What follows belongs to an exercise in optimizing a design on an open flow for small area, a short achievable clock period and few clock cycles per item; a production flow would make more cautious choices. Where RTL was checked, it was by simulation tests only, not by an equivalence proof against the original. Power and IR drop assume default switching activity.

// ALU_top
module ALU_top(
    input soc_clk,
    input reset,
    input [31:0] ALU_dat1,
    input [31:0] ALU_dat2,
    input [5:0] Instruction_from_CU,
    output ALU_overflow,
    output ALU_con_met,
    output ALU_zero,
    output ALU_err,
    output ALU_ready,
    output [31:0] ALU_out,
    output ALU_accept
);
Size: ~1100 cells after synthesis, about 35 flip-flops, ~110 I/O pins.
Settings: LEC_CHECK=0, ABC_AREA=1, CAP_MARGIN=20, CORE_MARGIN=2, CORE_UTILIZATION=40, SLEW_MARGIN=20; clock period 14.0 ns.
standard.sh (not shown) runs the stock make flow with config.mk's settings and CLKGATE_MAP_FILE= SYNTH_SCRIPT=/design/flow/synth_recipe.tcl, a recipe that flattens the netlist after the stock synthesis.
==> flow/flow/run.sh <==
#!/bin/bash
# Standard ORFS layout (the standard.sh), with plain buf_2 port buffers and a
# setup margin so that the repair steps size the logic for a shorter period.
set -euo pipefail
bash standard.sh "BUFFER_PORTS_ARGS=-buffer_cell sky130_fd_sc_hd__buf_2" SETUP_SLACK_MARGIN=8.5 finish > standard.log 2>&1
Testbench counts at the start, summed over its fixed seeds: cycles 24,000, items 12,000.
Edit:
--- a/flow/design.v
+++ b/flow/design.v
@@ -30,26 +30,26 @@
     wire is_bltu = (c == 6'd8);
     wire is_bgeu = (c == 6'd9);
     wire is_add  = (c == 6'd18) | (c == 6'd27);
     wire is_sub  = (c == 6'd28);
     wire is_sll  = (c == 6'd24) | (c == 6'd29);
     wire is_srl  = (c == 6'd25) | (c == 6'd33);
     wire is_sra  = (c == 6'd26) | (c == 6'd34);
     wire is_slt  = (c == 6'd19) | (c == 6'd30);
     wire is_sltu = (c == 6'd20) | (c == 6'd31);
     wire is_xor  = (c == 6'd21) | (c == 6'd32);
     wire is_or   = (c == 6'd22) | (c == 6'd35);
     wire is_and  = (c == 6'd23) | (c == 6'd36);
-    wire do_sub = is_sub | is_beq | is_bne | is_blt | is_bge | is_bltu | is_bgeu |
-                  is_slt | is_sltu;
+    wire do_sub = ~c[5] & (~c[4] | (c[3] & c[2]) | (~c[3] & ~c[2] & c[1] & c[0]) |
+                           (~c[3] & c[2] & ~c[1] & ~c[0]));
     wire [31:0] bx = b ^ {32{do_sub}};
     wire [31:0] p  = a ^ bx;
     wire [31:0] g  = a & bx;
     wire [31:0] G0 = {g[31:1], g[0] | (p[0] & do_sub)};
     wire [31:0] P0 = p;
     wire [31:0] G1, P1;
     assign G1[0] = G0[0];
     assign P1[0] = P0[0];
     assign G1[1] = G0[1] | (P0[1] & G0[0]);
     assign P1[1] = P0[1] & P0[0];
     assign G1[2] = G0[2];
     assign P1[2] = P0[2];
What happened: The new run produced a clean layout; clock skew does not change; setup slack is better by 0.43 ns; global-route usage grows by 0.24 points; via count rises by 0.71%; power decreases by 7.5%; area after synthesis came out higher by 2.0%; design area goes down by 3.1%; non-clock buffer count went down by 15.
For the second run of this note, only the layout was checked, not whether the RTL still works.

========
Setup of the reference run:
Another version of the RTL of ALU_top (not shown whole).
Size: roughly 110 I/O pins.
export LEC_CHECK = 0
export ABC_AREA = 1
export CAP_MARGIN = 20
export CORE_MARGIN = 2
export CORE_UTILIZATION = 60
export SLEW_MARGIN = 20
create_clock -name core_clock -period 14.0 [get_ports {soc_clk}]
==> flow/flow/run.sh <==
#!/bin/bash
# Standard ORFS layout (the standard.sh), with plain buf_2 port buffers and a
# setup margin so that the repair steps size the logic for a shorter period.
set -euo pipefail
bash standard.sh "BUFFER_PORTS_ARGS=-buffer_cell sky130_fd_sc_hd__buf_2" SETUP_SLACK_MARGIN=8.0 finish > standard.log 2>&1
The inputs of the trial run differ from those of the reference run as listed below.
diff --git a/flow/design.v b/flow/design.v
--- a/flow/design.v
+++ b/flow/design.v
@@ -31,23 +31,24 @@
     wire is_bgeu = (c == 6'd9);
     wire is_add  = (c == 6'd18) | (c == 6'd27);
     wire is_sub  = (c == 6'd28);
     wire is_sll  = (c == 6'd24) | (c == 6'd29);
     wire is_srl  = (c == 6'd25) | (c == 6'd33);
     wire is_sra  = (c == 6'd26) | (c == 6'd34);
     wire is_slt  = (c == 6'd19) | (c == 6'd30);
     wire is_sltu = (c == 6'd20) | (c == 6'd31);
     wire is_xor  = (c == 6'd21) | (c == 6'd32);
     wire is_or   = (c == 6'd22) | (c == 6'd35);
     wire is_and  = (c == 6'd23) | (c == 6'd36);
-    wire do_sub = ~(c[4] & c[1] & ~c[2] & ~(c[0] ^ c[3]));
+    wire do_sub = ~c[5] & (~c[4] | (c[3] & c[2]) | (~c[3] & ~c[2] & c[1] & c[0]) |
+                           (~c[3] & c[2] & ~c[1] & ~c[0]));
     wire [31:0] bx = b ^ {32{do_sub}};
     wire [31:0] p  = a ^ bx;
     wire [31:0] g  = a & bx;
     wire [31:0] G0 = {g[31:1], g[0] | (p[0] & do_sub)};
     wire [31:0] P0 = p;
     wire [31:0] G1, P1;
     assign G1[0] = G0[0];
     assign P1[0] = P0[0];
     assign G1[1] = G0[1] | (P0[1] & G0[0]);
     assign P1[1] = P0[1] & P0[0];
     assign G1[2] = G0[2];
@@ -649,24 +650,24 @@
     wire [31:0] sh_in = is_sll ? a_rev : a;
     wire        fill  = is_sra & a[31];
     wire [31:0] r0 = b[0] ? {fill, sh_in[31:1]} : sh_in;
     wire [31:0] r1 = b[1] ? {{2{fill}}, r0[31:2]} : r0;
     wire [31:0] r2 = b[2] ? {{4{fill}}, r1[31:4]} : r1;
     wire [31:0] r3 = b[3] ? {{8{fill}}, r2[31:8]} : r2;
     assign sh_r = b[4] ? {{16{fill}}, r3[31:16]} : r3;
     wire        sel_sum = is_add | is_sub;
     wire [31:0] res_o =
         ({32{is_sll}} & sh_rev) |
         ({32{is_srl | is_sra}} & sh_r) |
-        ({32{is_xor | is_or}} & ~p) |
-        ({32{is_and | is_or}} & a & ~g);
+        ({32{is_xor | is_or}} & p) |
+        ({32{is_and | is_or}} & g);
     wire [31:0] cin_v = {cg[30:0], do_sub};
     wire [31:0] res0 = res_o | ({32{sel_sum}} & p);
     wire [31:0] res1 = res_o | ({32{sel_sum}} & ~p);
     wire [31:0] res;
     generate
         for (gi = 0; gi < 32; gi = gi + 1) begin : RES
             if (gi == 0) begin : B0
                 assign res[gi] = (cin_v[gi] ? res1[gi] : res0[gi]) | slt_bit;
             end else begin : BN
                 assign res[gi] = cin_v[gi] ? res1[gi] : res0[gi];
             end
### Flow results
Worst voltage drop across the vdd grid delta (the trial run − the reference run): favourable. The reported leakage power of the trial run falls short of that of the reference run by 6.0%. The trial run vs the reference run — final cell count dropped by a few percent. In the trial run relative to the reference run, total power after layout had gone up by a little under 10%. Summary: with the reference run as the reference, well-tap cell count in the trial run moved down by a few percent. | period utilization | the trial run vs the reference run | 0.42 points lower |. Sort the reference run and the trial run by final weighted congestion in routability-driven placement, descending, and the trial run comes first.
Testbench counts of the trial run, summed over its fixed seeds: cycles 24,000, items 12,000.
Only the layout flow was run in the reference run; the RTL was not checked for function there.

-- afterwards: timing with drivers on the ports --
No port has a modelled driver above. Below, the same layouts with a new extraction and two added sets of constraints.
Step 1 sets driving cells, clkbuf_16 on the clock port and buf_2 on the other inputs (assumed; they add their load-dependent delay and slew).
Step 2 times the ports against the registers' clock, not the clock port: input delays grow and output delays shrink by t, the midpoint of the rising clock arrivals with the driver on.
a / b / c = no drivers / after step 1 / after step 2; a / b = the first two.
| run | t, ns | slack for setup (ns) | worst hold slack (ns) |
|---|---|---|---|
| the first run of note 1 | 0.324 | 7.996 / 7.989 / 7.665 | 0.425 / 0.425 / 0.425 |
| the second run of note 1 | 0.323 | 8.423 / 8.427 / 8.104 | 0.429 / 0.429 / 0.429 |
| the reference run | 0.328 | 8.187 / 8.196 / 7.868 | 0.460 / 0.460 / 0.460 |
| the trial run | 0.320 | 8.246 / 8.255 / 7.935 | 0.443 / 0.443 / 0.443 |
After both steps setup and hold are still met in every run listed. The setup slack of the first run of note 1, which loses most, moves by -0.007 ns with the drivers and by -0.331 ns with both steps.
